Background: an optimization exercise with open tools, aiming at small area, a short achievable clock period and few clock cycles per item. Do not read the settings as production practice.
Only simulation tests tie the RTL to the original design; equivalence was not proved.
Power figures rest on the tool's default switching activity, not on a simulated workload.

--- design/flow/design.v ---
module alu(
        input clk,
        input rst,
        input [2:0] operation,
        input [15:0] srcA_i,
        input [15:0] srcB_i,
        input [15:0] sortNum0_i,
        input [15:0] sortNum1_i,
        input [15:0] sortNum2_i,
        input [15:0] sortNum3_i,
        input [15:0] sortNum4_i,
        input [15:0] sortNum5_i,
        input [15:0] sortNum6_i,
        input [15:0] sortNum7_i,
        input [15:0] sortNum8_i,
        output [15:0] data_o,
        output [15:0] sortNum0_o,
        output [15:0] sortNum1_o,
        output [15:0] sortNum2_o,
        output [15:0] sortNum3_o,
        output [15:0] sortNum4_o,
        output [15:0] sortNum5_o,
        output [15:0] sortNum6_o,
        output [15:0] sortNum7_o,
        output [15:0] sortNum8_o,
        output reg        done
);
localparam [2:0] OP_ADD  = 3'd0;
localparam [2:0] OP_SUB  = 3'd1;
localparam [2:0] OP_MUL  = 3'd2;
localparam [2:0] OP_DIV  = 3'd3;
localparam [2:0] OP_SORT = 3'd4;
wire [15:0] a = srcA_i;
wire [15:0] b = srcB_i;
reg  [3:0]  cnt;
reg  [15:0] H, L, D;
reg  [16:0] E;          
reg         prev;       
reg  [8:0]  cmp;        
reg  [15:0] R;          
reg         fmax, fmin;
reg  [15:0] S [0:8];
assign data_o = {(R[15] & ~fmax) | fmin, (R[14:0] | {15{fmax}}) & ~{15{fmin}}};
assign sortNum0_o = S[0];
assign sortNum1_o = S[1];
assign sortNum2_o = S[2];
assign sortNum3_o = S[3];
assign sortNum4_o = S[4];
assign sortNum5_o = S[5];
assign sortNum6_o = S[6];
assign sortNum7_o = S[7];
assign sortNum8_o = S[8];
wire first = (cnt == 4'd0);
function gt17;
        input [16:0] x;
        input [16:0] y;
        reg   [16:0] g, p;
        reg   [8:0]  g1, p1;
        reg   [4:0]  g2, p2;
        reg   [2:0]  g3, p3;
        integer i;
        begin
                g = x & ~y;
                p = x | ~y;
                for (i = 0; i < 8; i = i + 1) begin
                        g1[i] = g[2*i+1] | (p[2*i+1] & g[2*i]);
                        p1[i] = p[2*i+1] & p[2*i];
                end
                g1[8] = g[16];
                p1[8] = p[16];
                for (i = 0; i < 4; i = i + 1) begin
                        g2[i] = g1[2*i+1] | (p1[2*i+1] & g1[2*i]);
                        p2[i] = p1[2*i+1] & p1[2*i];
                end
                g2[4] = g1[8];
                p2[4] = p1[8];
                for (i = 0; i < 2; i = i + 1) begin
                        g3[i] = g2[2*i+1] | (p2[2*i+1] & g2[2*i]);
                        p3[i] = p2[2*i+1] & p2[2*i];
                end
                g3[2] = g2[4];
                p3[2] = p2[4];
                gt17 = g3[2] | (p3[2] & (g3[1] | (p3[1] & g3[0])));
        end
endfunction
function [15:0] lor16;
        input [15:0] x;
        reg   [15:0] o;
        integer i, l;
        begin
                o = x;
                for (l = 1; l < 16; l = l * 2)
                        for (i = 15; i >= l; i = i - 1)
                                o[i] = o[i] | o[i-l];
                lor16 = {o[14:0], 1'b0};
        end
endfunction
wire        is_sub = operation[0];
wire [15:0] as_r   = a + (b ^ {16{is_sub}}) + {15'd0, is_sub};
wire        as_ov  = ~a[15] & (b[15] ^ ~is_sub) & as_r[15];
wire        as_un  =  a[15] & (b[15] ^  is_sub) & ~as_r[15];
wire [15:0] na   = a ^ lor16(a);              
wire [15:0] m0_h2 = {a[15] & ~(a[14:0] == 15'd0), a[15:1]};    
reg  [15:0] m0_h;                             
reg         m0_o1, m0_o2;                     
always @* begin
        case (b[1:0])
                2'b00: begin m0_h = 16'd0; m0_o1 = 1'b0; m0_o2 = 1'b0; end
                2'b01: begin m0_h = {m0_h2[15], m0_h2[15:1]}; m0_o1 = a[0]; m0_o2 = m0_h2[0]; end
                2'b10: begin m0_h = {na[15], na[15:1]}; m0_o1 = 1'b0; m0_o2 = a[0]; end
                default: begin m0_h = {na[15], na[15], na[15:2]}; m0_o1 = a[0]; m0_o2 = na[1]; end
        endcase
end
reg         e1p, e1n, e2p, e2n;                        
wire [2:0]  bq  = first ? b[3:1] : L[3:1];             
wire [15:0] y1  = ({16{e1p}} & D) | ({16{e1n}} & E[15:0]);
wire [15:0] y2  = ({16{e2p}} & D) | ({16{e2n}} & E[15:0]);
wire        mt0 = H[0] & y1[0];                        
wire        mo1 = H[0] ^ y1[0];                        
wire [15:0] ua  = {1'b0, H[15:1]};
wire [15:0] ub  = {1'b0, y1[15:1]};
wire        uc  = {ua[13:0], mt0} > {~ub[13:0], 1'b0};   
wire        mf  = (ua[14] | ub[14] | uc) & ~(ua[14] & ub[14] & uc);   
wire [15:0] cs_s = ua ^ ub ^ y2;
wire [15:0] cs_c = (ua & ub) | (ua & y2) | (ub & y2);
wire        rnd  = (L[11] & ^L[10:2]) | (L[12] & L[11] & ~^L[10:2]);
wire [4:0]  ql   = {mo1, L[15:12]} + {4'd0, rnd};
wire        mlast = (cnt == 4'd7);
wire        c5   = mlast & rnd & mo1 & (&L[15:12]);
wire [16:0] s2t  = {cs_s, 1'b1} + {cs_c[14:0], mt0, c5};
wire [15:0] s2r  = s2t[16:1];
wire [15:0] s2   = {s2r[15] ^ mf, s2r[14:0]};
wire [15:0] mq   = {s2r[10:0], ql};
wire        sgn  = a[15] ^ b[15];
wire [15:0] am  = a ^ ({16{a[15]}} & lor16(a));      
wire [15:0] bm  = b ^ ({16{b[15]}} & lor16(b));      
wire [15:0] nb  = b ^ {16{b[15]}};
wire [16:0] t3a = {1'b0, nb};
wire [16:0] t3b = {nb, 1'b0};
wire [16:0] t3c = {15'd0, b[15], b[15]};
wire [16:0] bm3 = (t3a ^ t3b ^ t3c) + {((t3a & t3b) | (t3a & t3c) | (t3b & t3c)), 1'b0};
wire        bz    = (b == 16'd0);
wire        b1    = (b == 16'd1) | (b == 16'hffff);
wire        dv_g1 = am[15] & bz;
wire [1:0]  dv_t1 = {am[15], am[14]};
wire        dv_g2 = ((dv_t1 != 2'd0) & bz) | (dv_t1[1] & b1);
wire [1:0]  dv_t2 = (dv_g2 & b1) ? dv_t1 - 2'd1 : dv_t1;
wire [16:0] X    = {H, L[15]};
wire        h_gt = H[14:0] > D[14:0];
wire        h_eq = (H[14:0] == D[14:0]);
wire        d_g1 = (H[15] & ~D[15]) | (~(H[15] ^ D[15]) & h_gt);           
wire        d_ms = H[15] & ~D[15] & (h_gt | h_eq);                         
wire        d_ca = X[15:0] > D;
wire        x_gt = X[15:0] > E[15:0];
wire        d_c3 = (X[16] & ~E[16]) | (~(X[16] ^ E[16]) & x_gt);         
wire        d_ch = X[16] & ~E[16] & x_gt;                                 
wire        d_g2 = d_g1 ? (d_ms ? d_ch : d_c3) : d_ca;
wire [14:0] r0   = X[14:0];
wire [14:0] r1   = X[14:0] - D[14:0];
wire [14:0] r2   = X[14:0] - {D[13:0], 1'b0};
wire [14:0] r3   = X[14:0] - E[14:0];
wire        ds0  = ~d_g1 & ~d_g2, ds1 = ~d_g1 & d_g2, ds2 = d_g1 & ~d_g2, ds3 = d_g1 & d_g2;
wire [14:0] rr   = ({15{ds0}} & r0) | ({15{ds1}} & r1) | ({15{ds2}} & r2) | ({15{ds3}} & r3);
wire [15:0] dq  = {L[13:0], d_g1, d_g2};
wire [15:0] orl = lor16({2'b00, L[13:0]});
wire        glo = d_g1 | d_g2;
wire [15:0] d_res = sgn ? {L[13:0] ^ (orl[13:0] | {14{glo}}), d_g1 ^ d_g2, d_g2} : dq;
wire [15:0] xin [0:8];
assign xin[0] = sortNum0_i;
assign xin[1] = sortNum1_i;
assign xin[2] = sortNum2_i;
assign xin[3] = sortNum3_i;
assign xin[4] = sortNum4_i;
assign xin[5] = sortNum5_i;
assign xin[6] = sortNum6_i;
assign xin[7] = sortNum7_i;
assign xin[8] = sortNum8_i;
reg  [15:0] sel;
integer u;
always @* begin
        sel = 16'd0;
        for (u = 0; u < 8; u = u + 1)
                sel = sel | (xin[u] & {16{cnt[2:0] == u}});
end
reg [8:0] cmp_n;
integer j;
always @* begin
        for (j = 0; j < 9; j = j + 1)
                cmp_n[j] = gt17({sel, 1'b1}, {xin[j], ~(j < cnt)});
end
reg [3:0] ga, gb, gc;       
reg [8:0] slot;
integer k, i1, i2;
always @* begin
        for (k = 0; k < 4; k = k + 1) begin
                ga[k] = (cmp[0] + cmp[1] + cmp[2] == k);
                gb[k] = (cmp[3] + cmp[4] + cmp[5] == k);
                gc[k] = (cmp[6] + cmp[7] + cmp[8] == k);
        end
        slot = 9'd0;
        for (i1 = 0; i1 < 4; i1 = i1 + 1)
                for (i2 = 0; i2 < 4; i2 = i2 + 1)
                        for (k = 0; k < 4; k = k + 1)
                                if (i1 + i2 + k < 9)
                                        slot[i1 + i2 + k] = slot[i1 + i2 + k] | (ga[i1] & gb[i2] & gc[k]);
end
wire last = (operation == OP_MUL)  ? (cnt == 4'd7)  :
            (operation == OP_DIV)  ? (cnt == 4'd12) :
            (operation == OP_SORT) ? (cnt == 4'd8)  : 1'b1;
always @(posedge clk or posedge rst) begin
        if (rst) begin
                cnt  <= 4'd0;
                done <= 1'b0;
        end else begin
                cnt  <= last ? 4'd0 : cnt + 4'd1;
                done <= last;
        end
end
always @(posedge clk) begin
        cmp <= cmp_n;
        E   <= (operation == OP_MUL) ? {1'b0, na} : bm3;
        e1p <= ~bq[1] & bq[0];
        e1n <= bq[1] & ~bq[0];
        e2p <= ~bq[2] & bq[1];
        e2n <= bq[2] & ~bq[1];
        case (operation)
        OP_MUL: begin
                if (first) begin
                        H    <= m0_h;
                        L    <= {m0_o2, m0_o1, b[15:2]};
                        prev <= b[1];
                end else begin
                        H    <= {s2[15], s2[15:1]};
                        L    <= {s2[0], mo1, L[15:2]};
                        prev <= L[1];
                end
                D    <= a;
                R    <= mq;
                fmax <= ~sgn & mq[15];
                fmin <= sgn & ~mq[15];
        end
        OP_DIV: begin
                if (first) begin
                        H <= {13'd0, dv_t2, am[13]};
                        L <= {am[12:0], 1'b0, dv_g1, dv_g2};
                end else begin
                        H <= {rr, L[14]};
                        L <= {L[13:0], d_g1, d_g2};
                end
                prev <= L[1];
                D    <= bm;
                R    <= d_res;
                fmax <= 1'b0;
                fmin <= 1'b0;
        end
        OP_SORT: begin
                H    <= {s2[15], s2[15:1]};
                L    <= {s2[0], mo1, L[15:2]};
                prev <= L[1];
                D    <= sel;
                R    <= as_r;
                fmax <= as_ov;
                fmin <= as_un;
        end
        default: begin
                H    <= {s2[15], s2[15:1]};
                L    <= {s2[0], mo1, L[15:2]};
                prev <= L[1];
                D    <= a;
                R    <= as_r;
                fmax <= as_ov;
                fmin <= as_un;
        end
        endcase
end
wire [15:0] sdat = first ? sortNum8_i : D;
integer p;
always @(posedge clk)
        if (operation == OP_SORT)
                for (p = 0; p < 9; p = p + 1)
                        if (first | slot[p]) S[p] <= sdat;
endmodule
--- design/flow/flow/run.sh ---
#!/bin/bash
# The standard layout, except that the port buffers are buf_1 cells
# (buffer_ports would otherwise pick its lowest-drive buffer, a delay cell).
export BUFFER_PORTS_ARGS="-buffer_cell sky130_fd_sc_hd__buf_1"
bash standard.sh > standard.log 2>&1
--- design/flow/standard.sh ---
#!/bin/bash
# synth_recipe.tcl (not shown) runs the flow's synth.tcl, then flattens the netlist and writes it again
# the make line also repeats each setting of config.mk as NAME=value (left out here)
make -C /OpenROAD-flow-scripts/flow DESIGN_CONFIG=/design/flow/config.mk WORK_HOME=/design/flow/orfs CLKGATE_MAP_FILE= SYNTH_SCRIPT=/design/flow/synth_recipe.tcl "${@:-finish}"
--- design/flow/config.mk ---
export PLATFORM = sky130hd
export DESIGN_NAME = alu
export DESIGN_NICKNAME = alu
export VERILOG_FILES = /design/flow/design.v
export SDC_FILE = /design/flow/constraint.sdc
export NUM_CORES = 4
export LEC_CHECK = 0
export CAP_MARGIN = 20
export CELL_PAD_IN_SITES_DETAIL_PLACEMENT = 1
export CELL_PAD_IN_SITES_GLOBAL_PLACEMENT = 2
export CORE_MARGIN = 2
export CORE_UTILIZATION = 35
export PLACE_DENSITY = 0.6
export SETUP_SLACK_MARGIN = 1.0
export SLEW_MARGIN = 20
--- design/flow/constraint.sdc ---
create_clock -name core_clock -period 5.0 [get_ports {clk}]
set_input_delay 1.0000 -clock core_clock [delete_from_list [all_inputs] [get_ports {clk}]]
set_output_delay 1.0000 -clock core_clock [all_outputs]
set_load 0.01 [all_outputs]
==> flow_summary_export.csv, run 1 <==
group,metric,value,unit
status,outcome,"finished clean",
setup_path,critical_path.most_common_cell,"sky130_fd_sc_hd__buf_4",
synth,muxShareOfSynthArea,0.731,%
synth,synth_ff_type,"sky130_fd_sc_hd__edfxtp_1",
die,fp.coreArea,55100,µm²
setup_path,critical_path_arrival,4.38,ns
synth,ys_async_sr_fraction,2.04,%
sta,finalMaxSlewViolations,0,
clock_tree,clockRootBuffer,"sky130_fd_sc_hd__clkbuf_16",
pwr,pwr_dens,570,nW/µm²
place,gpl.final_weighted_congestion,0.952,
layout,layout_net_count,2934,
synth,synthesis_stage_register_bit_count,245,
run,number_of_violations_of_the_max_capacitance_limit,0,
global_route,grtUsageTotal,30.6,%
clock_tree,tritoncts_clock_tree,"yes",
die,die_width,240,µm
synth,synth_simple_gate_area_share,13.7,%
pwr,power_frac_clock,16.7,%
setup_path,path_max_fanout,14,
global_route,global_route_wire_length_before_repair,132000,µm
clock_tree,cts_buffers,28,
sta,layout_min_cycle_time,3.92,ns
synth,ys_seq_area_share,32.6,%
drt,detail-route-antenna-nets,0,
setup_path,worst-setup-path-type,"reg -> reg",
die,ioPinCount,342,
drt,routed_wl,90400,µm
synth,syn_inst,2245,
clock_tree,htreeDepth,1,
place,pre_cts_setup_slack,0.457,ns
layout,post-route-util,42.5,%
global_route,met2_usage,53.3,%
sta,worst-slew-pin-transition,1.09,ns
global_route,grt-busiest-layer,"met2",
pwr,comb_power_share,60.7,%
sta,grt_setup_unrepaired,"yes",
global_route,global_route.usage.met3,3.94,%
setup_path,critical_path.max_stage_delay,0.60,ns
layout,drive_above_1_share,10.3,%
global_route,overflow,0,
setup_path,crit_slowest_cell,"sky130_fd_sc_hd__fa_1",
drt,viasPerCell,5.87,
synth,synth_adder_area_share,14.0,%
clock_tree,cts_buffer_depth,3,
worst_hold_path,worstHoldPathType,"in -> async",
synth,synth_compound_gate_area_share,26.2,%
sta,slew_headroom,26.7,%
pwr,power.leakage,9.12,nW
clock_tree,insertion_delay,0.60,ns
global_route,met1_usage,39.3,%
die,floorplan.die_area,57700,µm²
synth,mappedNetlistArea,19500,µm²
pwr,vdd_drop_max,0.291,mV
die,die-height,240,µm
layout,final_cell_mix,"sky130_fd_sc_hd__buf_1, sky130_fd_sc_hd__nand2_1, sky130_fd_sc_hd__nor2_1",
synth,synth.lib_cells_used.distinct,85,
pwr,switching_share,46.9,%
synth,synth_top_family_by_area,"compound AO/OA/AOI/OAI gates",
drt,drt_iter0_markers,1501,
sta,fmax,255,MHz
sta,final_cycle_utilization_of_the_critical_path,78.4,%
sta,setup_total_negative_slack,0,ns
drt,avgRoutedWirePerCell,26.9,µm
clock_tree,tritoncts_num_sinks,245,
global_route,grt_max_degree,83,
drt,vias,19700,
synth,syn_nets,2600,
setup_path,timing.critical_path.cells,"buf_4, a22o_1, fa_1, ha_4, nor2b_2, o21ai_1, a21boi_1, o21ai_2, nand2_1, a21o_1, a21oi_2, xor2_1, buf_4, o22a_1, o22ai_1, or3_1",
global_route,grt_pass1_vias,20100,
place,detailed_place_hpwl,72900,µm
synth,synth-edff-count,144,
layout,design_area,23400,µm²
drt,firstDrtPassIters,10,
die,rows,86,
sta,report.final.setup_viol,0,
pwr,internal_power,0.00709,W
sta,finalHoldWorstSlack,0.299,ns
layout,area_growth,20.1,%
clock_tree,cts_hold_buffers,0,
synth,yosys.area_share.xor_xnor,7.32,%
drt,drcViolationCount,0,
layout,final_common_cell,"sky130_fd_sc_hd__buf_1",
synth,synth_area_per_cell,8.69,µm²
sta,final-hold-violation-count,0,
sta,final.setup.worst_slack,1.08,ns
global_route,antenna_violations_before_repair,3,
setup_path,critical_path.startpoint_type,"flop",
pwr,power.sequential.fraction,22.6,%
place,io_buffer_count,341,
setup_path,crit_path_end_kind,"flop",
die,initial_utilization,35.4,%
sta,final.setup_skew,0.0238,ns
setup_path,timing.critical_path.required,5.46,ns
synth,synthesis.yosys.warnings,2,
place,postPlaceCellArea,22100,µm²
clock_tree,cts.reportedPaths.clkPinSlew,0.07,ns
pwr,power.switching,0.00627,W
repair_timing:
action / CTS / global route
endpoints found under the setup margin: 18 / 42
resized for setup: 18 / 44
pin swaps: 2 / 8
gates cloned: 0 / 1
buffers inserted: 2 / 11
metal layers:
| layer | wire length [µm] | part of all wire [%] | vias up |
|---|---|---|---|
| met1 | 38600 | 43 | 9827 |
| met3 | 5320 | 5.9 | 134 |
| met5 | 0 | 0 | - |
| li1 | - | - | 9041 |
| met4 | 3010 | 3.3 | 0 |
| met2 | 43400 | 48 | 664 |
cell usage after synthesis (all sizes together), types with 11 or more instances:
| cell type | number | area, µm² |
|---|---|---|
| edfxtp | 144 | 4320 |
| a211oi | 20 | 150 |
| or2 | 12 | 75.1 |
| dfxtp | 96 | 1920 |
| and3 | 12 | 75.1 |
| inv | 114 | 428 |
| o22ai | 44 | 275 |
| or3 | 22 | 148 |
| mux2i | 12 | 120 |
| buf | 26 | 135 |
| o21ai | 155 | 780 |
| a21oi | 166 | 831 |
| a21o | 41 | 308 |
| o31ai | 23 | 173 |
| xnor2 | 83 | 727 |
| a21boi | 13 | 97.6 |
| nand3 | 39 | 195 |
| fa | 24 | 480 |
| a31oi | 27 | 175 |
| o221ai | 24 | 210 |
| xor2 | 78 | 702 |
| clkbuf | 130 | 489 |
| nor2 | 191 | 717 |
| o21a | 11 | 82.6 |
| a221oi | 21 | 184 |
| a222oi | 44 | 440 |
| nand4 | 23 | 144 |
| o211ai | 16 | 120 |
| a22o | 35 | 307 |
| maj3 | 36 | 368 |
| nor3 | 26 | 130 |
| nor2b | 13 | 81.3 |
| ha | 150 | 1880 |
| nand2 | 201 | 764 |
| a22oi | 31 | 233 |
| and2 | 12 | 75.1 |
cells by family (layout without fill, tap and decap cells):
logic type,Yosys count,in the layout
muxes,14,14
and+or+nand+nor,588,588
other,0,4
buffers and inverters,272,627
AOI/OAI and AO/OA,755,756
DFF,245,245
adders and majority gates,210,210
xor gates and xnor gates,161,161
path summary, 6_finish.rpt:
kind	start	cells after the start	end	slack (ns)
worst min-delay path	rst	2	cnt[0]	0.30
worst max-delay path	e1n	16	H[6]	1.08
max in group asynchronous	rst	2	cnt[1]	4.46
worst max register to register	e1n	16	H[6]	1.08
min in group core_clock	L[9]	1	L[7]	0.58
worst min register to register	L[9]	1	L[7]	0.58
final cells by class:
| cell class | instances | area (µm²) |
|---|---|---|
| diodes | 4 | 10.0 |
| flip-flops and latches | 245 | 6370 |
| fillers | 6611 | 31700 |
| multi-input cells | 1729 | 12500 |
| clock inverters | 18 | 231 |
| well taps | 748 | 936 |
| repair buffers | 459 | 2220 |
| inverters | 116 | 448 |
| clock buffers | 34 | 764 |
power by group through the flow:
stage	clock [W]	sequential [W]	combinational (W)
final	0.00223	0.00302	0.00812
after global routing	0.00234	0.00307	0.00887
after floorplan	0	0.00286	0.00513
after detailed placement	0	0.00306	0.00767
after CTS	0.00227	0.00302	0.00780
after global placement	0	0.00305	0.00756
stage by stage:
stage,std cells,power [W]
2_1_floorplan,2245,0.00799
3_3_place_gp,3280,0.0106
3_5_place_dp,3281,0.0107
4_1_cts,3335,0.0131
5_1_grt,3349,0.0143
6_report,3353,0.0134
registers in the layout (all words and copies together), names as in the netlist:
| signal | cells |
|---|---|
| S | 144 |
| E | 17 |
| D | 16 |
| H | 16 |
| L | 16 |
| R | 16 |
| cmp | 9 |
| cnt | 4 |
| done | 1 |
| e1n | 1 |
| e1p | 1 |
| e2n | 1 |
| e2p | 1 |
| fmax | 1 |
| fmin | 1 |
worst max-delay path: cells and delay by family (launching register included):
kind	cells	cell delay, ns
flops	1	0.34
buf+inv	2	0.35
compound gates	8	1.35
simple gates	3	0.68
xor+xnor	1	0.22
fa+ha+maj	2	0.84
Testbench counts, summed over its fixed seeds: cycles 10,165, items 1,600.
==> inputs of run 2 (changes only) <==
--- a/design/flow/config.mk
+++ b/design/flow/config.mk
@@ -12,2 +12,3 @@
 export CORE_UTILIZATION = 35
+export GPL_ROUTABILITY_DRIVEN = 0
 export PLACE_DENSITY = 0.6
==> run 2 against run 1 <==
Still clean; sequential share of layout area increased by 0.32 points; setup slack better by 0.10 ns; clock power is 7% lower; flip-flop and latch count is the same.
==> flow_summary_export.csv, run 2 <==
group,metric,value,unit
die,die_width,240,µm
pwr,pwr_dens,564,nW/µm²
sta,report.final.setup_viol,0,
setup_path,timing.critical_path.depth,14,
drt,firstDrtPassIters,6,
synth,synth.lib_cells_used.distinct,85,
layout,layout_net_count,2914,
synth,ys_seq_area_share,32.6,%
clock_tree,cts_hold_buffers,0,
synth,synth_area_leader_cell,"sky130_fd_sc_hd__edfxtp_1",
die,ioPinCount,342,
global_route,grt_pass1_vias,19800,
synth,mappedNetlistArea,19500,µm²
sta,final.setup_skew,0.0152,ns
pwr,power.leakage,8.99,nW
place,detailed_place_hpwl,71900,µm
clock_tree,tritoncts_clock_tree,"yes",
drt,routed_wl,89800,µm
layout,top_regs,"S x144, E x17",
sta,fmax,262,MHz
status,outcome,"finished clean",
setup_path,worst-r2r-cell-count,14,
drt,detail-route-antenna-nets,0,
synth,syn_inst,2245,
synth,synthesis_stage_register_bit_count,245,
setup_path,critical_path.n_buffers_inverters,2,
drt,viasPerCell,5.86,
synth,synthesis.yosys.warnings,2,
synth,ys_async_sr_fraction,2.04,%
die,floorplan.die_area,57700,µm²
sta,final-hold-violation-count,0,
run,number_of_violations_of_the_max_capacitance_limit,0,
sta,final_cycle_utilization_of_the_critical_path,76.4,%
setup_path,critical_path.most_common_cell,"sky130_fd_sc_hd__maj3_2",
layout,area_growth,18.8,%
synth,synth-edff-count,144,
pwr,vdd_drop_max,0.296,mV
clock_tree,insertion_delay,0.60,ns
synth,synth_top_cells_by_count,"sky130_fd_sc_hd__nand2_1, sky130_fd_sc_hd__nor2_1, sky130_fd_sc_hd__a21oi_1",
layout,drive_above_1_share,9.60,%
drt,vias,19500,
synth,synth_adder_area_share,14.0,%
synth,synth_area_per_cell,8.69,µm²
setup_path,timing.critical_path.required,5.52,ns
pwr,post-layout-total-power,0.0131,W
layout,max_flop_register,"S",
drt,drcViolationCount,0,
setup_path,slack_of_the_worst_reg_to_reg_path,1.18,ns
synth,synthMostInstantiatedCell,"sky130_fd_sc_hd__nand2_1",
place,postPlaceCellArea,22000,µm²
sta,slew_headroom,28.3,%
setup_path,critical_path.startpoint_type,"flop",
clock_tree,cts_buffers,29,
die,initial_utilization,35.4,%
synth,synth_top_family_by_area,"compound AO/OA/AOI/OAI gates",
setup_path,worst-setup-path-type,"reg -> reg",
die,die-height,240,µm
die,fp.coreArea,55100,µm²
setup_path,timing.critical_path.max_delay_family,"adder cells",
place,io_buffer_count,341,
setup_path,worstReg2RegStart,"cnt[0]",
setup_path,crit_path_end_kind,"flop",
global_route,global_route_wire_length_before_repair,131000,µm
synth,synth.top_cell.area_share,22.2,%
layout,n_fill_cell,6654,
synth,yosys.area_share.xor_xnor,7.32,%
synth,muxShareOfSynthArea,0.731,%
sta,worst-slew-pin-transition,1.06,ns
layout,largest_register_ff_count,144,
global_route,overflow,0,
clock_tree,tritoncts_num_sinks,245,
clock_tree,cts.reportedPaths.clkPinSlew,0.06,ns
synth,synth_compound_gate_area_share,26.2,%
layout,final_common_cell,"sky130_fd_sc_hd__buf_1",
sta,setup_total_negative_slack,0,ns
synth,synth_ff_type,"sky130_fd_sc_hd__edfxtp_1",
clock_tree,clockRootBuffer,"sky130_fd_sc_hd__clkbuf_16",
sta,grt_setup_unrepaired,"yes",
synth,synth_simple_gate_area_share,13.7,%
setup_path,path_max_fanout,16,
global_route,grtUsageTotal,30.5,%
global_route,antenna_violations_before_repair,0,
die,rows,86,
setup_path,critical_path_arrival,4.34,ns
synth,syn_nets,2600,
setup_path,critical_path.reg2reg.endpoint,"cmp[3]",
setup_path,critical_path.max_stage_delay,0.46,ns
worst_hold_path,worstHoldPathType,"in -> async",
setup_path,timing.critical_path.cells,"inv_2, ha_4, buf_12, a22oi_1, a31oi_2, nor2_4, maj3_2, maj3_2, maj3_2, maj3_2, maj3_2, a211oi_1, o2111ai_1, a21oi_1",
setup_path,crit_slowest_cell,"sky130_fd_sc_hd__dfrtp_2",
clock_tree,cts_buffer_depth,3,
sta,layout_min_cycle_time,3.82,ns
drt,drt_iter0_markers,1519,
layout,antenna-diode-count,0,
synth,synth_top_cells_by_area,"sky130_fd_sc_hd__edfxtp_1, sky130_fd_sc_hd__dfxtp_1, sky130_fd_sc_hd__ha_1",
clock_tree,htreeDepth,1,
layout,final_cell_mix,"sky130_fd_sc_hd__buf_1, sky130_fd_sc_hd__nand2_1, sky130_fd_sc_hd__nor2_1",
sta,finalMaxSlewViolations,0,
global_route,grt_max_degree,83,
layout,design_area,23200,µm²
drt,avgRoutedWirePerCell,27.0,µm
-- run 2: per-stage QoR --
stage | setup slack, ns | hold WS (ns) | cells | util [%]
final | 1.18 | 0.289 | 3330 | 42.1
after global routing | 0.986 | 0.310 | 3330 | 42.1
after CTS | 0.982 | 0.279 | 3325 | 41.7
after detailed placement | 0.379 | 0.545 | 3267 | 39.9
after global placement | 0.454 | 0.525 | 3266 | 39.8
after floorplan | 0.839 | 0.469 | 2245 | -
-- run 2: timing repair --
| item | in CTS | in global routing |
|---|---|---|
| endpoints found under the setup margin | 21 | 33 |
| pin swaps | 1 | 7 |
| gates cloned | 0 | 1 |
| gates resized for setup | 18 | 46 |
| setup buffers | 4 | 4 |
-- run 2: final cells by class --
class | count | area, µm² | share of cell area, %
Clock buffer | 42 | 805 | 3.47
Clock inverter | 12 | 110 | 0.475
Inverter | 116 | 440 | 1.90
Multi-Input combinational cell | 1728 | 12400 | 53.6
Sequential cell | 245 | 6380 | 27.5
Tap cell | 748 | 936 | 4.04
Timing Repair Buffer | 439 | 2080 | 8.98
-- run 2: layer usage --
layer	GRT usage [%]	vias to the layer above	part of all wire, %
li1	-	9011	-
met3	3.81	95	5.6
met1	40.0	9752	44
met2	52.6	640	48
met5	0	-	0
met4	8.13	0	2.6
-- run 2: worst reg2reg max path, delay by kind of cell (launching register included) --
kind	cells	cell delay (ns)
buffers and inverters	2	0.31
adder cells (fa/ha/maj)	6	1.81
flip-flops	1	0.46
AND/OR/NAND/NOR	1	0.13
AO/OA/AOI/OAI	5	1.05
-- run 2: worst max-delay path by stage --
stage	start	end	slack (ns)
final	cnt[0]	cmp[3]	1.18
after global routing	cnt[0]	cmp[0]	0.99
after CTS	cnt[1]	cmp[2]	0.98
after detailed placement	srcA_i[0]	H[1]	0.38
after global placement	srcA_i[1]	H[1]	0.45
after floorplan	srcA_i[2]	H[1]	0.84
-- run 2: cell families after synthesis --
family / Yosys count
AO/OA/AOI/OAI: 755
AND/OR/NAND/NOR: 588
buffers and inverters: 272
flip-flops: 245
adder cells (fa/ha/maj): 210
XOR/XNOR: 161
multiplexers: 14
-- run 2: power by group --
part	internal, W	switching [W]
Sequential	0.00257	0.000460
Combinational	0.00312	0.00485
Clock	0.00117	0.000896
Total	0.00686	0.00621
==> inputs of run 3 (changes only) <==
--- a/design/flow/config.mk
+++ b/design/flow/config.mk
@@ -13,2 +13,3 @@
 export GPL_ROUTABILITY_DRIVEN = 0
+export GPL_TIMING_DRIVEN = 0
 export PLACE_DENSITY = 0.6
==> run 3 against run 2 <==
Register-to-register slack worse by 0.09 ns; via count is 6.0% higher; power is 5.2% higher; flip-flop and latch count stayed put; worst hold slack worse by 0.0057 ns; wire length is 6.7% higher; clock skew is 0.0092 ns higher; critical path depth is 6 higher; clock-buffer cell count is 10 lower; synthesized cell count stayed put; fmax is 5.6% lower; core utilization is 2.1 points higher.
==> flow_summary_export.csv, run 3 <==
group,metric,value,unit
layout,final_cell_mix,"sky130_fd_sc_hd__buf_1, sky130_fd_sc_hd__nand2_1, sky130_fd_sc_hd__nor2_1",
die,die_width,240,µm
clock_tree,htreeDepth,1,
worst_hold_path,worstHoldPathType,"in -> async",
pwr,vdd_drop_max,0.322,mV
setup_path,crit_path_end_kind,"flop",
sta,final.setup_skew,0.0243,ns
synth,synth_compound_gate_area_share,26.2,%
drt,vias,20700,
clock_tree,cts_hold_buffers,0,
pwr,pwr_dens,565,nW/µm²
place,detailed_place_hpwl,77000,µm
synth,ys_async_sr_fraction,2.04,%
place,io_buffer_count,330,
die,rows,86,
sta,layout_min_cycle_time,4.05,ns
clock_tree,insertion_delay,0.60,ns
synth,synth.lib_cells_used.distinct,85,
synth,synth_area_per_cell,8.69,µm²
drt,firstDrtPassIters,8,
setup_path,worst-r2r-cell-count,17,
clock_tree,cts_buffer_depth,3,
drt,drcViolationCount,0,
status,outcome,"finished clean",
drt,avgRoutedWirePerCell,27.8,µm
die,fp.coreArea,55100,µm²
synth,synth_top_family_by_area,"compound AO/OA/AOI/OAI gates",
layout,final_common_cell,"sky130_fd_sc_hd__buf_1",
synth,synthesis_stage_register_bit_count,245,
synth,muxShareOfSynthArea,0.731,%
setup_path,crit_slowest_cell,"sky130_fd_sc_hd__or4_4",
synth,synthesis.yosys.warnings,2,
layout,antenna-diode-count,0,
die,initial_utilization,35.4,%
clock_tree,tritoncts_num_sinks,245,
synth,synth_top_cells_by_count,"sky130_fd_sc_hd__nand2_1, sky130_fd_sc_hd__nor2_1, sky130_fd_sc_hd__a21oi_1",
sta,worst-slew-pin-transition,1.15,ns
global_route,grtUsageTotal,32.3,%
global_route,global_route_wire_length_before_repair,139000,µm
synth,synth_area_leader_cell,"sky130_fd_sc_hd__edfxtp_1",
synth,synth_adder_area_share,14.0,%
global_route,grt_max_degree,17,
layout,largest_register_ff_count,144,
synth,mappedNetlistArea,19500,µm²
pwr,power.leakage,9.48,nW
layout,post-route-util,44.1,%
setup_path,worst-setup-path-type,"in -> reg",
setup_path,path_max_fanout,4,
die,die-height,240,µm
sta,grt_setup_unrepaired,"yes",
setup_path,critical_path.n_buffers_inverters,6,
synth,syn_inst,2245,
synth,synthMostInstantiatedCell,"sky130_fd_sc_hd__nand2_1",
synth,yosys.area_share.xor_xnor,7.32,%
layout,non_filler_instance_count_after_layout,3446,
layout,drive_above_1_share,12.8,%
layout,area_growth,24.6,%
setup_path,timing.critical_path.depth,20,
global_route,grt_pass1_vias,20800,
synth,syn_nets,2600,
global_route,antenna_violations_before_repair,2,
global_route,overflow,0,
synth,synth.top_cell.area_share,22.2,%
synth,synth_ff_type,"sky130_fd_sc_hd__edfxtp_1",
place,dpl.cell_count,3327,
setup_path,startpoint_of_the_worst_setup_timing_path,"srcA_i[0]",
setup_path,timing.critical_path.required,5.55,ns
clock_tree,tritoncts_clock_tree,"yes",
sta,slew_headroom,23.2,%
sta,final-hold-violation-count,0,
sta,finalMaxSlewViolations,0,
layout,n_fill_cell,6588,
clock_tree,clockRootBuffer,"sky130_fd_sc_hd__clkbuf_16",
drt,detail-route-antenna-nets,0,
sta,finalHoldWorstSlack,0.284,ns
sta,report.final.setup_viol,0,
setup_path,critical_path.startpoint_type,"primary input",
setup_path,critical_path.max_stage_delay,0.41,ns
die,floorplan.die_area,57700,µm²
drt,routed_wl,95800,µm
die,ioPinCount,342,
drt,viasPerCell,6.00,
setup_path,critical_path_arrival,4.59,ns
sta,final_cycle_utilization_of_the_critical_path,80.9,%
setup_path,timing.critical_path.max_delay_family,"simple AND/OR/NAND/NOR gates",
setup_path,worstReg2RegStart,"e1p",
layout,top_regs,"S x144, E x17",
layout,layout_net_count,3031,
drt,drt_iter0_markers,1718,
layout,max_flop_register,"S",
synth,synth_simple_gate_area_share,13.7,%
synth,ys_seq_area_share,32.6,%
clock_tree,cts_buffers,28,
setup_path,timing.critical_path.cells,"buf_12, clkinv_8, ha_4, inv_4, or3_4, buf_6, or3_4, buf_6, or4_4, buf_6, or3_4, nand2_4, xor2_4, ha_4, nor2_2, nor2_1, nor2_1, xor2_1, o31ai_2, a221o_1",
clock_tree,cts.reportedPaths.clkPinSlew,0.07,ns
run,number_of_violations_of_the_max_capacitance_limit,0,
synth,synth-edff-count,144,
sta,fmax,247,MHz
synth,synth_top_cells_by_area,"sky130_fd_sc_hd__edfxtp_1, sky130_fd_sc_hd__dfxtp_1, sky130_fd_sc_hd__ha_1",
==> run 3: cell types whose count changed in the layout (fill, tap and decap cells not counted), sizes merged <==
cell / before / now
clkinvlp: 3 / 1
clkbuf: 47 / 155
clkinv: 7 / 16
bufinv: 1 / 3
inv: 117 / 116
==> run 3: final timing paths <==
check | endpoint | slack [ns]
max | H[1] | 0.95
min | done | 0.28
max reg2reg | R[14] | 1.09
min reg2reg | cnt[0] | 0.49
max in group asynchronous | cnt[1] | 4.52
min in group core_clock | cnt[0] | 0.49
==> run 3: cells by family (layout without fill, tap and decap cells) <==
family,Yosys count,in the layout
xor gates and xnor gates,161,161
buffers and inverters,272,725
AOI/OAI and AO/OA,755,755
muxes,14,14
and+or+nand+nor,588,588
adders and majority gates,210,210
DFF,245,245
==> run 3: per-layer routing <==
metal  global-route usage (%)  vias up  wire, µm
li1                         -     9247         -
met5                        0        -        27
met3                     3.86      214      6580
met4                     12.7        4      4430
met2                     55.4      942     44900
met1                     41.2    10300     39800
==> run 3: power by group <==
part	internal (W)	total, W	switching [W]
Sequential	0.00256	0.00298	0.000412
Combinational	0.00339	0.00861	0.00522
Clock	0.00122	0.00216	0.000943
Total	0.00717	0.0138	0.00658
==> run 3: area by class of cell <==
| cell class | instances | area [µm²] | share of cell area [%] |
|---|---|---|---|
| multi-input combinational | 1728 | 12700 | 52.2 |
| clock buffer | 32 | 726 | 2.98 |
| inverter | 116 | 472 | 1.94 |
| timing repair buffer | 401 | 1900 | 7.81 |
| buffer | 156 | 981 | 4.03 |
| clock inverter | 20 | 229 | 0.941 |
| tap | 748 | 936 | 3.85 |
| sequential | 245 | 6370 | 26.2 |
==> run 3: what timing repair did <==
action	4_1_cts	5_1_grt
setup endpoints to repair	159	72
resized for setup	160	113
pin swaps	28	41
buffers inserted	30	37
==> run 3: metrics by stage <==
step           instance area (µm²)  total power, W  setup TNS (ns)  worst slack [ns]
2_1_floorplan                19700         0.00799               0             0.839
3_3_place_gp                 21900          0.0105           -7.86            -0.334
3_5_place_dp                 22000          0.0106          -0.873            -0.344
4_1_cts                      23800          0.0134               0             0.978
5_1_grt                      24300          0.0146               0             0.836
6_report                     24300          0.0138               0             0.954
==> inputs of run 4 (changes only) <==
--- a/design/flow/config.mk
+++ b/design/flow/config.mk
@@ -13,4 +13,3 @@
 export GPL_ROUTABILITY_DRIVEN = 0
-export GPL_TIMING_DRIVEN = 0
-export PLACE_DENSITY = 0.6
+export PLACE_DENSITY = 0.65
 export SETUP_SLACK_MARGIN = 1.0
==> run 4 against run 3 <==
Still clean on timing, DRC and antenna; core utilization shrank 2.1 points; worst hold slack improved by 0.0057 ns; clock-buffer cell count rose by 10; clock skew shrank 0.0092 ns; critical path depth fell by 6; first-iteration DRC count fell by 12%; area after synthesis stayed put; combinational power is 7.3% lower; wire length decreased by 6.3%; fmax grew 5.9%; global-route usage down 1.8 points; via count fell by 5.7%; largest cell class unchanged; largest power group unchanged.
==> flow_summary_export.csv, run 4 <==
group,metric,value,unit
synth,synth_adder_area_share,14.0,%
clock_tree,insertion_delay,0.60,ns
synth,synthMostInstantiatedCell,"sky130_fd_sc_hd__nand2_1",
layout,final_common_cell,"sky130_fd_sc_hd__buf_1",
synth,ys_seq_area_share,32.6,%
pwr,power_frac_clock,15.8,%
die,floorplan.die_area,57700,µm²
setup_path,worst-setup-path-type,"reg -> reg",
sta,worst-slew-pin-transition,1.06,ns
pwr,switching_share,47.5,%
sta,final_cycle_utilization_of_the_critical_path,76.4,%
layout,drive_above_1_share,9.60,%
global_route,antenna_violations_before_repair,0,
synth,synthesis.yosys.warnings,2,
setup_path,path_max_fanout,16,
die,die_width,240,µm
drt,vias,19500,
synth,synthesis_stage_register_bit_count,245,
die,die-height,240,µm
synth,synth_top_cells_by_area,"sky130_fd_sc_hd__edfxtp_1, sky130_fd_sc_hd__dfxtp_1, sky130_fd_sc_hd__ha_1",
run,number_of_violations_of_the_max_capacitance_limit,0,
pwr,power.sequential.fraction,23.2,%
place,detailed_place_hpwl,71900,µm
clock_tree,cts_buffers,29,
synth,syn_nets,2600,
setup_path,critical_path.reg2reg.endpoint,"cmp[3]",
sta,layout_min_cycle_time,3.82,ns
clock_tree,cts.reportedPaths.clkPinSlew,0.06,ns
place,pre_cts_setup_slack,0.379,ns
die,ioPinCount,342,
setup_path,timing.critical_path.required,5.52,ns
layout,top_regs,"S x144, E x17",
synth,muxShareOfSynthArea,0.731,%
drt,detail-route-antenna-nets,0,
pwr,power.switching,0.00621,W
status,outcome,"finished clean",
die,rows,86,
pwr,power.leakage,8.99,nW
synth,synth_area_per_cell,8.69,µm²
layout,max_flop_register,"S",
sta,grt_setup_unrepaired,"yes",
setup_path,crit_path_end_kind,"flop",
worst_hold_path,worstHoldPathType,"in -> async",
synth,synth_ff_type,"sky130_fd_sc_hd__edfxtp_1",
sta,final-hold-violation-count,0,
synth,synth_compound_gate_area_share,26.2,%
pwr,comb_power_share,61.0,%
drt,drt_iter0_markers,1519,
synth,mappedNetlistArea,19500,µm²
die,fp.coreArea,55100,µm²
layout,largest_register_ff_count,144,
sta,slew_headroom,28.3,%
layout,final_cell_mix,"sky130_fd_sc_hd__buf_1, sky130_fd_sc_hd__nand2_1, sky130_fd_sc_hd__nor2_1",
synth,ys_async_sr_fraction,2.04,%
place,postPlaceCellArea,22000,µm²
drt,drcViolationCount,0,
place,io_buffer_count,341,
drt,firstDrtPassIters,6,
clock_tree,tritoncts_clock_tree,"yes",
global_route,global_route_wire_length_before_repair,131000,µm
sta,report.final.setup_viol,0,
synth,synth_area_leader_cell,"sky130_fd_sc_hd__edfxtp_1",
pwr,post-layout-total-power,0.0131,W
synth,synth-edff-count,144,
synth,synth_top_cells_by_count,"sky130_fd_sc_hd__nand2_1, sky130_fd_sc_hd__nor2_1, sky130_fd_sc_hd__a21oi_1",
synth,synth.top_cell.area_share,22.2,%
synth,synth_top_family_by_area,"compound AO/OA/AOI/OAI gates",
clock_tree,htreeDepth,1,
sta,setup_total_negative_slack,0,ns
sta,final.setup_skew,0.0152,ns
global_route,overflow,0,
pwr,internal_power,0.00686,W
layout,antenna-diode-count,0,
global_route,grt_pass1_vias,19800,
pwr,vdd_drop_max,0.296,mV
clock_tree,cts_hold_buffers,0,
global_route,grtUsageTotal,30.5,%
synth,syn_inst,2245,
setup_path,worstReg2RegStart,"cnt[0]",
clock_tree,cts_buffer_depth,3,
synth,yosys.area_share.xor_xnor,7.32,%
sta,finalMaxSlewViolations,0,
sta,final.setup.worst_slack,1.18,ns
drt,avgRoutedWirePerCell,27.0,µm
layout,design_area,23200,µm²
drt,routed_wl,89800,µm
layout,area_growth,18.8,%
sta,fmax,262,MHz
drt,viasPerCell,5.86,
setup_path,critical_path.startpoint_type,"flop",
clock_tree,clockRootBuffer,"sky130_fd_sc_hd__clkbuf_16",
die,initial_utilization,35.4,%
synth,synth_simple_gate_area_share,13.7,%
layout,post-route-util,42.1,%
synth,synth.lib_cells_used.distinct,85,
clock_tree,tritoncts_num_sinks,245,
setup_path,critical_path_arrival,4.34,ns
layout,layout_net_count,2914,
global_route,grt_max_degree,83,
setup_path,worst-r2r-cell-count,14,
pwr,pwr_dens,564,nW/µm²
setup_path,slack_of_the_worst_reg_to_reg_path,1.18,ns
-- run 4: cells by family after synthesis --
family | after synthesis
xor gates and xnor gates | 161
DFF | 245
adders and majority gates | 210
AOI/OAI and AO/OA | 755
and+or+nand+nor | 588
muxes | 14
buffers and inverters | 272
-- run 4: timing repair --
action	in CTS	in global routing
pin swaps	1	7
gates resized for setup	18	46
cloned	0	1
buffers inserted	4	4
hold endpoints to repair	0	0
endpoints found under the setup margin	21	33
-- run 4: worst max-delay path, cell delays in order (launching register included) --
cell and delay (ns):
sky130_fd_sc_hd__dfrtp_2 0.46, sky130_fd_sc_hd__inv_2 0.14, sky130_fd_sc_hd__ha_4 0.23, sky130_fd_sc_hd__buf_12 0.17, sky130_fd_sc_hd__a22oi_1 0.10, sky130_fd_sc_hd__a31oi_2 0.33
sky130_fd_sc_hd__nor2_4 0.13, sky130_fd_sc_hd__maj3_2 0.31, sky130_fd_sc_hd__maj3_2 0.32, sky130_fd_sc_hd__maj3_2 0.31, sky130_fd_sc_hd__maj3_2 0.31, sky130_fd_sc_hd__maj3_2 0.32
sky130_fd_sc_hd__a211oi_1 0.25, sky130_fd_sc_hd__o2111ai_1 0.18, sky130_fd_sc_hd__a21oi_1 0.18
-- run 4: layout make-up --
cell class,instances,area (µm²)
clock buffer,42,805
clock inverter,12,110
fill,6654,31900
inverter,116,440
multi-input combinational,1728,12400
sequential,245,6380
tap,748,936
timing repair buffer,439,2080
-- run 4: power groups by stage --
stage               sequential, W  combinational (W)  clock [W]
finish                    0.00303            0.00798    0.00207
global route              0.00308            0.00871    0.00220
CTS                       0.00302            0.00781    0.00212
detailed placement        0.00306            0.00764          0
global placement          0.00306            0.00751          0
floorplan                 0.00286            0.00513          0
-- run 4: how the worst max path moves through the flow --
stage | from | slack (ns) | depth (start not counted) | endpoint
after floorplan | srcA_i[2] | 0.84 | 18 | H[1]
after global placement | srcA_i[1] | 0.45 | 16 | H[1]
after detailed placement | srcA_i[0] | 0.38 | 16 | H[1]
after CTS | cnt[1] | 0.98 | 15 | cmp[2]
after global routing | cnt[0] | 0.99 | 14 | cmp[0]
final | cnt[0] | 1.18 | 14 | cmp[3]
-- run 4: layer usage --
layer	up-vias	wire (µm)	GRT usage [%]
met5	-	0	0
met1	9752	39400	40.0
met3	95	5020	3.81
li1	9011	-	-
met4	0	2310	8.13
met2	640	43000	52.6
-- run 4: per-stage QoR --
step	instances	hold slack [ns]
after floorplan	2245	0.469
after global placement	3266	0.525
after detailed placement	3267	0.545
after CTS	3325	0.279
after global routing	3330	0.310
final	3330	0.289
==> inputs of run 5 (changes only) <==
--- a/design/flow/config.mk
+++ b/design/flow/config.mk
@@ -11,5 +11,5 @@
 export CORE_MARGIN = 2
-export CORE_UTILIZATION = 35
+export CORE_UTILIZATION = 30
 export GPL_ROUTABILITY_DRIVEN = 0
-export PLACE_DENSITY = 0.65
+export PLACE_DENSITY = 0.55
 export SETUP_SLACK_MARGIN = 1.0
==> run 5 against run 4 <==
Still clean on timing, DRC and antenna; fmax fell by 0.83%; global-route usage shrank 3.6 points; register-to-register slack got worse by 0.02 ns; clock-buffer cell count down 6; synthesized cell count did not move; design area increased by 1.3%; area after synthesis unchanged; sequential share of layout area down 0.37 points; non-clock buffer count is 10 higher; sequential power about the same; critical path type is now in -> reg; critical endpoint is now H[1]; largest power group unchanged; highest routed layer is now met5.
==> flow_summary_export.csv, run 5 <==
group,metric,value,unit
setup_path,crit_slowest_cell,"sky130_fd_sc_hd__or4_4",
worst_hold_path,worstHoldPathType,"in -> async",
clock_tree,tritoncts_num_sinks,245,
die,initial_utilization,30.3,%
clock_tree,insertion_delay,0.60,ns
clock_tree,clockRootBuffer,"sky130_fd_sc_hd__clkbuf_16",
synth,synth_top_cells_by_count,"sky130_fd_sc_hd__nand2_1, sky130_fd_sc_hd__nor2_1, sky130_fd_sc_hd__a21oi_1",
setup_path,timing.critical_path.required,5.48,ns
synth,synth_area_per_cell,8.69,µm²
setup_path,critical_path.max_stage_delay,0.47,ns
sta,worst-slew-pin-transition,1.04,ns
layout,final_cell_mix,"sky130_fd_sc_hd__buf_1, sky130_fd_sc_hd__nand2_1, sky130_fd_sc_hd__nor2_1",
synth,mappedNetlistArea,19500,µm²
sta,fmax,260,MHz
drt,viasPerCell,5.64,
die,ioPinCount,342,
clock_tree,cts_buffers,30,
synth,synth_area_leader_cell,"sky130_fd_sc_hd__edfxtp_1",
die,floorplan.die_area,67100,µm²
synth,synth_compound_gate_area_share,26.2,%
synth,yosys.area_share.xor_xnor,7.32,%
die,rows,93,
sta,layout_min_cycle_time,3.85,ns
drt,avgRoutedWirePerCell,26.9,µm
sta,grt_setup_unrepaired,"no",
sta,final.setup_skew,0.0115,ns
sta,finalMaxSlewViolations,0,
synth,synthesis.yosys.warnings,2,
drt,firstDrtPassIters,6,
synth,synth.top_cell.area_share,22.2,%
layout,final_common_cell,"sky130_fd_sc_hd__buf_1",
global_route,grt_max_degree,47,
die,fp.coreArea,64300,µm²
drt,detail-route-antenna-nets,0,
layout,drive_above_1_share,10.0,%
global_route,overflow,0,
clock_tree,htreeDepth,1,
clock_tree,cts.reportedPaths.clkPinSlew,0.06,ns
sta,finalHoldWorstSlack,0.293,ns
drt,drcViolationCount,0,
synth,synthMostInstantiatedCell,"sky130_fd_sc_hd__nand2_1",
synth,synth_top_cells_by_area,"sky130_fd_sc_hd__edfxtp_1, sky130_fd_sc_hd__dfxtp_1, sky130_fd_sc_hd__ha_1",
sta,report.final.setup_viol,0,
setup_path,critical_path_arrival,4.33,ns
clock_tree,cts_hold_buffers,0,
sta,final.setup.worst_slack,1.15,ns
drt,vias,19500,
layout,top_regs,"S x144, E x17",
pwr,post-layout-total-power,0.0133,W
synth,synth_top_family_by_area,"compound AO/OA/AOI/OAI gates",
synth,ys_seq_area_share,32.6,%
sta,setup_total_negative_slack,0,ns
synth,synthesis_stage_register_bit_count,245,
synth,syn_nets,2600,
global_route,global_route_wire_length_before_repair,134000,µm
synth,synth_ff_type,"sky130_fd_sc_hd__edfxtp_1",
run,number_of_violations_of_the_max_capacitance_limit,0,
place,pre_cts_setup_slack,0.379,ns
synth,ys_async_sr_fraction,2.04,%
setup_path,crit_path_end_kind,"flop",
global_route,grtUsageTotal,26.8,%
die,die-height,259,µm
synth,synth_simple_gate_area_share,13.7,%
global_route,grt_pass1_vias,19900,
place,detailed_place_hpwl,75300,µm
sta,slew_headroom,30.0,%
pwr,vdd_drop_max,0.252,mV
setup_path,worst-setup-path-type,"in -> reg",
layout,area_growth,20.3,%
synth,synth.lib_cells_used.distinct,85,
die,die_width,259,µm
clock_tree,cts_buffer_depth,3,
place,io_buffer_count,341,
synth,synth_adder_area_share,14.0,%
synth,syn_inst,2245,
setup_path,path_max_fanout,8,
status,outcome,"finished clean",
setup_path,critical_path.n_buffers_inverters,3,
global_route,antenna_violations_before_repair,6,
layout,max_flop_register,"S",
setup_path,timing.critical_path.max_delay_family,"simple AND/OR/NAND/NOR gates",
synth,synth-edff-count,144,
synth,muxShareOfSynthArea,0.731,%
layout,largest_register_ff_count,144,
sta,final_cycle_utilization_of_the_critical_path,77.0,%
setup_path,timing.critical_path.cells,"clkbuf_2, inv_4, ha_4, inv_2, or3_4, or3_4, or4_4, or3_4, nand2_4, xor2_4, ha_4, nor2_1, nor2_1, nor2_1, xor2_1, o31ai_1, a221o_1",
pwr,power.leakage,9.09,nW
clock_tree,tritoncts_clock_tree,"yes",
pwr,pwr_dens,566,nW/µm²
setup_path,critical_path.startpoint_type,"primary input",
drt,routed_wl,92900,µm
sta,final-hold-violation-count,0,
layout,layout_net_count,2925,
drt,drt_iter0_markers,1525,
[run 5: cell counts after synthesis]
No cell type changed its count.
[run 5: worst paths after layout]
path	startpoint	endpoint	slack [ns]	cells after the start
min in group core_clock	cnt[0]	cnt[0]	0.52	1
setup reg to reg	e1p	H[6]	1.16	15
max in group asynchronous	rst	cnt[1]	4.49	2
setup / recovery	srcA_i[0]	H[1]	1.15	17
hold / removal	rst	cnt[3]	0.29	2
hold reg to reg	cnt[0]	cnt[0]	0.52	1
[run 5: cells by family after synthesis]
kind of cell	Yosys count
DFF	245
xor gates and xnor gates	161
and+or+nand+nor	588
muxes	14
AOI/OAI and AO/OA	755
adders and majority gates	210
buffers and inverters	272
[run 5: layout make-up]
class	count	area (µm²)
Fill cell	7626	40900
Multi-Input combinational cell	1728	12400
Sequential cell	245	6370
Timing Repair Buffer	449	2150
Tap cell	855	1070
Clock buffer	36	816
Inverter	116	440
Clock inverter	18	231
Antenna cell	2	5.00
[run 5: layer usage]
metal	wire length [µm]	GRT usage, %	part of all wire, %
met3	4520	3.17	4.9
met1	40900	34.7	44
met2	44200	46.4	48
met5	26	0	0.028
met4	3270	8.80	3.5
[run 5: per-stage QoR]
step / instances / util (%) / instance area (µm²)
6_report: 3449 / 36.5 / 23500
5_1_grt: 3448 / 36.5 / 23500
4_1_cts: 3439 / 36.1 / 23300
3_5_place_dp: 3383 / 34.4 / 22200
3_3_place_gp: 3382 / 34.4 / 22200
2_1_floorplan: 2245 / - / 19700
[run 5: what timing repair did]
action | CTS | global route
setup endpoints to repair | 18 | 40
gates resized for setup | 12 | 47
pin swaps | 2 | 7
buffers inserted | 2 | 7
[run 5: power by group]
group,internal (W),switching [W],total [W]
Clock,0.00138,0.000929,0.00231
Sequential,0.00256,0.000458,0.00302
Combinational,0.00310,0.00487,0.00796
Total,0.00704,0.00625,0.0133
==> inputs of run 6 (changes only) <==
--- a/design/flow/config.mk
+++ b/design/flow/config.mk
@@ -11,5 +11,4 @@
 export CORE_MARGIN = 2
-export CORE_UTILIZATION = 30
-export GPL_ROUTABILITY_DRIVEN = 0
-export PLACE_DENSITY = 0.55
+export CORE_UTILIZATION = 40
+export PLACE_DENSITY = 0.7
 export SETUP_SLACK_MARGIN = 1.0
==> run 6 against run 5 <==
Still clean; via count grew 3.0%; area after synthesis is the same; design area down 1.3%; clock-buffer cell count shrank 7; power is 0.39% higher; worst hold slack worse by 0.0091 ns; setup slack got worse by 0.060 ns; cell count shrank 6.9%; critical path depth decreased by 3; sequential power is essentially flat; largest power group unchanged.
==> flow_summary_export.csv, run 6 <==
group,metric,value,unit
layout,layout_net_count,2920,
synth,synth_area_per_cell,8.69,µm²
pwr,post-layout-total-power,0.0133,W
setup_path,timing.critical_path.required,5.47,ns
place,io_buffer_count,341,
status,outcome,"finished clean",
synth,ys_async_sr_fraction,2.04,%
clock_tree,tritoncts_num_sinks,245,
sta,report.final.setup_viol,0,
drt,viasPerCell,6.24,
setup_path,crit_path_end_kind,"flop",
pwr,power.leakage,9.07,nW
pwr,pwr_dens,576,nW/µm²
layout,largest_register_ff_count,144,
global_route,grt_max_degree,47,
synth,synth_top_cells_by_count,"sky130_fd_sc_hd__nand2_1, sky130_fd_sc_hd__nor2_1, sky130_fd_sc_hd__a21oi_1",
synth,synth_top_cells_by_area,"sky130_fd_sc_hd__edfxtp_1, sky130_fd_sc_hd__dfxtp_1, sky130_fd_sc_hd__ha_1",
drt,vias,20000,
synth,synth_ff_type,"sky130_fd_sc_hd__edfxtp_1",
pwr,vdd_drop_max,0.241,mV
synth,mappedNetlistArea,19500,µm²
global_route,grt_pass1_vias,20100,
synth,synthMostInstantiatedCell,"sky130_fd_sc_hd__nand2_1",
sta,grt_setup_unrepaired,"yes",
clock_tree,cts.reportedPaths.clkPinSlew,0.07,ns
die,die-height,225,µm
synth,muxShareOfSynthArea,0.731,%
clock_tree,tritoncts_clock_tree,"yes",
synth,synth_compound_gate_area_share,26.2,%
global_route,antenna_violations_before_repair,8,
sta,final.setup_skew,0.0275,ns
die,die_width,225,µm
layout,drive_above_1_share,9.74,%
setup_path,worst-setup-path-type,"reg -> reg",
clock_tree,cts_buffer_depth,3,
drt,avgRoutedWirePerCell,27.6,µm
sta,worst-slew-pin-transition,1.08,ns
layout,max_flop_register,"S",
die,fp.coreArea,47900,µm²
synth,synthesis_stage_register_bit_count,245,
synth,synth.top_cell.area_share,22.2,%
synth,synth_adder_area_share,14.0,%
layout,post-route-util,48.3,%
clock_tree,clockRootBuffer,"sky130_fd_sc_hd__clkbuf_16",
sta,finalHoldWorstSlack,0.284,ns
worst_hold_path,worstHoldPathType,"in -> async",
place,detailed_place_hpwl,70300,µm
setup_path,critical_path.n_buffers_inverters,2,
synth,syn_nets,2600,
sta,fmax,256,MHz
setup_path,critical_path_arrival,4.38,ns
sta,final_cycle_utilization_of_the_critical_path,78.2,%
layout,final_common_cell,"sky130_fd_sc_hd__buf_1",
setup_path,crit_slowest_cell,"sky130_fd_sc_hd__dfxtp_1",
place,gpl.final_weighted_congestion,0.969,
synth,syn_inst,2245,
synth,synthesis.yosys.warnings,2,
setup_path,critical_path.startpoint_type,"flop",
setup_path,critical_path.most_common_cell,"sky130_fd_sc_hd__buf_4",
layout,top_regs,"S x144, E x17",
synth,synth.lib_cells_used.distinct,85,
drt,drcViolationCount,0,
drt,firstDrtPassIters,6,
global_route,overflow,0,
sta,slew_headroom,27.5,%
drt,detail-route-antenna-nets,0,
global_route,global_route_wire_length_before_repair,130000,µm
sta,setup_total_negative_slack,0,ns
synth,synth_top_family_by_area,"compound AO/OA/AOI/OAI gates",
die,floorplan.die_area,50600,µm²
drt,routed_wl,88500,µm
run,number_of_violations_of_the_max_capacitance_limit,0,
global_route,grtUsageTotal,34.1,%
setup_path,timing.critical_path.max_delay_family,"compound AO/OA/AOI/OAI gates",
sta,layout_min_cycle_time,3.91,ns
setup_path,timing.critical_path.cells,"buf_4, a22o_1, fa_1, ha_1, o21ai_1, a21boi_1, o21ai_2, nand2_1, a21o_1, a21oi_1, xor2_1, buf_4, o22ai_1, or3_1",
synth,synth_area_leader_cell,"sky130_fd_sc_hd__edfxtp_1",
sta,finalMaxSlewViolations,0,
die,initial_utilization,40.7,%
setup_path,path_max_fanout,13,
sta,final-hold-violation-count,0,
synth,synth_simple_gate_area_share,13.7,%
clock_tree,cts_hold_buffers,0,
synth,synth-edff-count,144,
clock_tree,cts_buffers,29,
clock_tree,htreeDepth,1,
die,ioPinCount,342,
layout,final_cell_mix,"sky130_fd_sc_hd__buf_1, sky130_fd_sc_hd__nand2_1, sky130_fd_sc_hd__nor2_1",
synth,yosys.area_share.xor_xnor,7.32,%
drt,drt_iter0_markers,1971,
die,rows,80,
synth,ys_seq_area_share,32.6,%
setup_path,critical_path.max_stage_delay,0.48,ns
layout,area_growth,18.7,%
clock_tree,insertion_delay,0.60,ns
-- run 6: cells by family (layout without fill, tap and decap cells) --
| logic type | after synthesis | in the layout |
|---|---|---|
| other cells | 0 | 7 |
| mux | 14 | 14 |
| simple gates | 588 | 588 |
| compound gates | 755 | 755 |
| fa+ha+maj | 210 | 210 |
| buf+inv | 272 | 615 |
| xor+xnor | 161 | 161 |
| flops | 245 | 245 |
-- run 6: area by class of cell --
type,count,area [µm²]
tap,615,769
inverter,116,443
fill,5700,24800
antenna,7,17.5
multi-input combinational,1728,12400
clock inverter,25,352
sequential,245,6370
clock buffer,29,726
timing repair buffer,445,2080
-- run 6: final timing paths --
check	from	to	slack, ns	cells past startpoint
max in group asynchronous	rst	cnt[0]	4.52	2
hold reg to reg	cnt[0]	cnt[0]	0.53	1
setup / recovery	e1n	H[6]	1.09	14
hold / removal	rst	cnt[2]	0.28	2
setup reg to reg	e1n	H[6]	1.09	14
min in group core_clock	cnt[0]	cnt[0]	0.53	1
-- run 6: metal layers --
| metal | vias up | global-route usage [%] | wire length (µm) |
|---|---|---|---|
| met1 | 9952 | 43.5 | 36700 |
| met4 | 6 | 14.1 | 3730 |
| met2 | 886 | 57.6 | 41700 |
| met5 | - | 0 | 35 |
| li1 | 9003 | - | - |
| met3 | 184 | 5.10 | 6360 |
-- run 6: power by group --
part	internal, W	switching (W)
sequential	0.00256	0.000446
clock	0.00144	0.000976
combinational	0.00309	0.00483
total	0.00709	0.00625
-- run 6: repair_timing --
action	4_1_cts	5_1_grt
gates resized for setup	12	35
endpoints found under the hold margin	0	0
setup buffers	0	6
setup endpoints to repair	20	38
pin swaps	0	5
-- run 6: through the flow --
| step | setup slack [ns] | cell area, µm² | std cells |
|---|---|---|---|
| 3_3_place_gp | 0.510 | 21800 | 3142 |
| 4_1_cts | 1.01 | 22900 | 3196 |
| 5_1_grt | 0.955 | 23200 | 3204 |
| 6_report | 1.09 | 23200 | 3210 |
| 2_1_floorplan | 0.839 | 19700 | 2245 |
| 3_5_place_dp | 0.400 | 21800 | 3142 |
==> inputs of run 7 (changes only) <==
--- a/design/flow/config.mk
+++ b/design/flow/config.mk
@@ -11,5 +11,5 @@
 export CORE_MARGIN = 2
-export CORE_UTILIZATION = 40
-export PLACE_DENSITY = 0.7
-export SETUP_SLACK_MARGIN = 1.0
+export CORE_UTILIZATION = 35
+export PLACE_DENSITY = 0.6
+export SETUP_SLACK_MARGIN = 0.9
 export SLEW_MARGIN = 20
==> run 7 against run 6 <==
Still clean; via count fell by 1.9%; core utilization fell by 6.1 points; clock power fell by 7%; non-clock buffer count rose by 6; synthesized cell count did not move; sequential share of layout area fell by 0.095 points; power fell by 1.3%; critical path depth rose by 2; design area rose by 0.37%; clock skew fell by 0.0040 ns; first-iteration DRC count fell by 29%; die area rose by 14%; highest routed layer unchanged.
==> flow_summary_export.csv, run 7 <==
group,metric,value,unit
sta,final.setup.worst_slack,0.994,ns
global_route,grtUsageTotal,30.8,%
setup_path,crit_slowest_cell,"sky130_fd_sc_hd__fa_1",
die,ioPinCount,342,
clock_tree,cts_buffer_depth,3,
pwr,power.leakage,9.05,nW
clock_tree,insertion_delay,0.59,ns
drt,drcViolationCount,0,
synth,mappedNetlistArea,19500,µm²
layout,max_flop_register,"S",
place,io_buffer_count,341,
run,number_of_violations_of_the_max_capacitance_limit,0,
synth,synth_area_per_cell,8.69,µm²
sta,setup_total_negative_slack,0,ns
setup_path,worst-setup-path-type,"reg -> reg",
synth,synth.lib_cells_used.distinct,85,
clock_tree,tritoncts_num_sinks,245,
synth,synth_top_cells_by_count,"sky130_fd_sc_hd__nand2_1, sky130_fd_sc_hd__nor2_1, sky130_fd_sc_hd__a21oi_1",
die,initial_utilization,35.4,%
status,outcome,"finished clean",
synth,synth_ff_type,"sky130_fd_sc_hd__edfxtp_1",
drt,vias,19700,
place,pre_cts_setup_slack,0.444,ns
setup_path,critical_path.max_stage_delay,0.57,ns
global_route,overflow,0,
synth,syn_nets,2600,
setup_path,timing.critical_path.required,5.45,ns
drt,drt_iter0_markers,1392,
sta,report.final.setup_viol,0,
die,die_width,240,µm
setup_path,path_max_fanout,15,
drt,viasPerCell,5.88,
pwr,pwr_dens,566,nW/µm²
clock_tree,clockRootBuffer,"sky130_fd_sc_hd__clkbuf_16",
place,detailed_place_hpwl,73500,µm
global_route,grt_max_degree,47,
synth,synth.top_cell.area_share,22.2,%
synth,ys_seq_area_share,32.6,%
drt,firstDrtPassIters,7,
synth,synthesis.yosys.warnings,2,
setup_path,critical_path.startpoint_type,"flop",
sta,final_cycle_utilization_of_the_critical_path,80.1,%
sta,final.setup_skew,0.0236,ns
global_route,grt_pass1_vias,19700,
clock_tree,cts.reportedPaths.clkPinSlew,0.06,ns
sta,layout_min_cycle_time,4.01,ns
synth,synth-edff-count,144,
drt,avgRoutedWirePerCell,27.2,µm
global_route,global_route_wire_length_before_repair,132000,µm
drt,routed_wl,90900,µm
setup_path,timing.critical_path.cells,"buf_4, a22o_1, fa_1, ha_4, nor2b_1, o21ai_1, a21boi_0, o21ai_1, nand2_1, a21o_1, a21oi_1, xor2_1, buf_4, o22a_1, o22ai_1, or3_1",
die,die-height,240,µm
layout,top_regs,"S x144, E x17",
die,floorplan.die_area,57700,µm²
synth,synth_area_leader_cell,"sky130_fd_sc_hd__edfxtp_1",
sta,worst-slew-pin-transition,1.08,ns
layout,final_common_cell,"sky130_fd_sc_hd__buf_1",
setup_path,slack_of_the_worst_reg_to_reg_path,0.99,ns
synth,ys_async_sr_fraction,2.04,%
layout,layout_net_count,2926,
global_route,antenna_violations_before_repair,3,
setup_path,crit_path_end_kind,"flop",
clock_tree,tritoncts_clock_tree,"yes",
clock_tree,htreeDepth,1,
synth,syn_inst,2245,
clock_tree,cts_buffers,29,
place,gpl.final_weighted_congestion,0.969,
sta,slew_headroom,27.9,%
layout,post-route-util,42.2,%
synth,synthesis_stage_register_bit_count,245,
layout,area_growth,19.1,%
layout,final_cell_mix,"sky130_fd_sc_hd__buf_1, sky130_fd_sc_hd__nand2_1, sky130_fd_sc_hd__nor2_1",
worst_hold_path,worstHoldPathType,"in -> async",
die,fp.coreArea,55100,µm²
drt,detail-route-antenna-nets,0,
sta,fmax,250,MHz
synth,synth_top_cells_by_area,"sky130_fd_sc_hd__edfxtp_1, sky130_fd_sc_hd__dfxtp_1, sky130_fd_sc_hd__ha_1",
layout,drive_above_1_share,9.38,%
synth,synthMostInstantiatedCell,"sky130_fd_sc_hd__nand2_1",
sta,finalMaxSlewViolations,0,
sta,grt_setup_unrepaired,"yes",
setup_path,critical_path_arrival,4.46,ns
layout,largest_register_ff_count,144,
die,rows,86,
pwr,vdd_drop_max,0.307,mV
sta,final-hold-violation-count,0,
[run 7: cell families (layout without fill, tap and decap cells)]
| family | after synthesis | after routing | synth area share [%] |
|---|---|---|---|
| compound gates | 755 | 755 | 26.2 |
| simple gates | 588 | 588 | 13.7 |
| buf+inv | 272 | 617 | 5.43 |
| flops | 245 | 245 | 32.6 |
| fa+ha+maj | 210 | 210 | 14.0 |
| xor+xnor | 161 | 161 | 7.32 |
| mux | 14 | 14 | 0.731 |
| other cells | 0 | 5 | 0 |
[run 7: layout make-up]
type | count | area [µm²]
repair buffers | 451 | 2140
flip-flops and latches | 245 | 6370
clock buffers | 35 | 793
fillers | 6562 | 31800
multi-input cells | 1728 | 12400
diodes | 5 | 12.5
well taps | 748 | 936
inverters | 116 | 440
clock inverters | 15 | 205
[run 7: power breakdown]
part	leakage (nW)	switching (W)	total [W]	internal, W
combinational	6.37	0.00483	0.00790	0.00307
clock	0.490	0.000912	0.00225	0.00134
sequential	2.19	0.000452	0.00302	0.00256
total	9.05	0.00620	0.0132	0.00697
[run 7: per-stage QoR]
step                      hold WS, ns  area, µm²  power (W)  instances
final                           0.296      23300     0.0132       3343
after global routing            0.313      23200     0.0141       3339
after CTS                       0.292      23100     0.0130       3331
after detailed placement        0.553      22000     0.0107       3279
after global placement          0.525      22000     0.0105       3279
after floorplan                 0.469      19600    0.00798       2245
[run 7: per-layer routing]
metal  global-route usage (%)  routed length, µm  vias to the layer above
li1                         -                  -                     9033
met5                        0                 11                        -
met3                     3.95               5710                      114
met1                     39.5              38600                     9779
met4                     8.79               2710                        2
met2                     53.9              43800                      732
[run 7: critical path: cells and delay by family (launching register included)]
kind,cells,cell delay [ns]
buffers and inverters,2,0.39
AOI/OAI and AO/OA,8,1.53
DFF,1,0.32
adders and majority gates,2,0.80
xor gates and xnor gates,1,0.21
and+or+nand+nor,3,0.64
[run 7: path summary, 6_finish.rpt]
kind,startpoint,end,cells after the start
max in group asynchronous,rst,cnt[0],2
worst max-delay path,e2p,H[6],16
min in group core_clock,cnt[0],cnt[0],1
worst max register to register,e2p,H[6],16
worst min register to register,cnt[0],cnt[0],1
worst min-delay path,rst,cnt[3],2
[run 7: what timing repair did]
item | in CTS | in global routing
setup buffers | 2 | 6
hold endpoints to repair | 0 | 0
gates resized for setup | 11 | 30
setup endpoints to repair | 22 | 32
gates cloned | 0 | 0
hold buffers | 0 | 0
pin swaps | 1 | 7

Re-timed with assumed drivers on the ports (clkbuf_16 on the clock, buf_2 on other inputs), run 7 has 0.994 ns of setup slack against 0.994 ns with ideal ports, and 0.522 ns once port delays also move by the mid clock arrival of 0.638 ns.
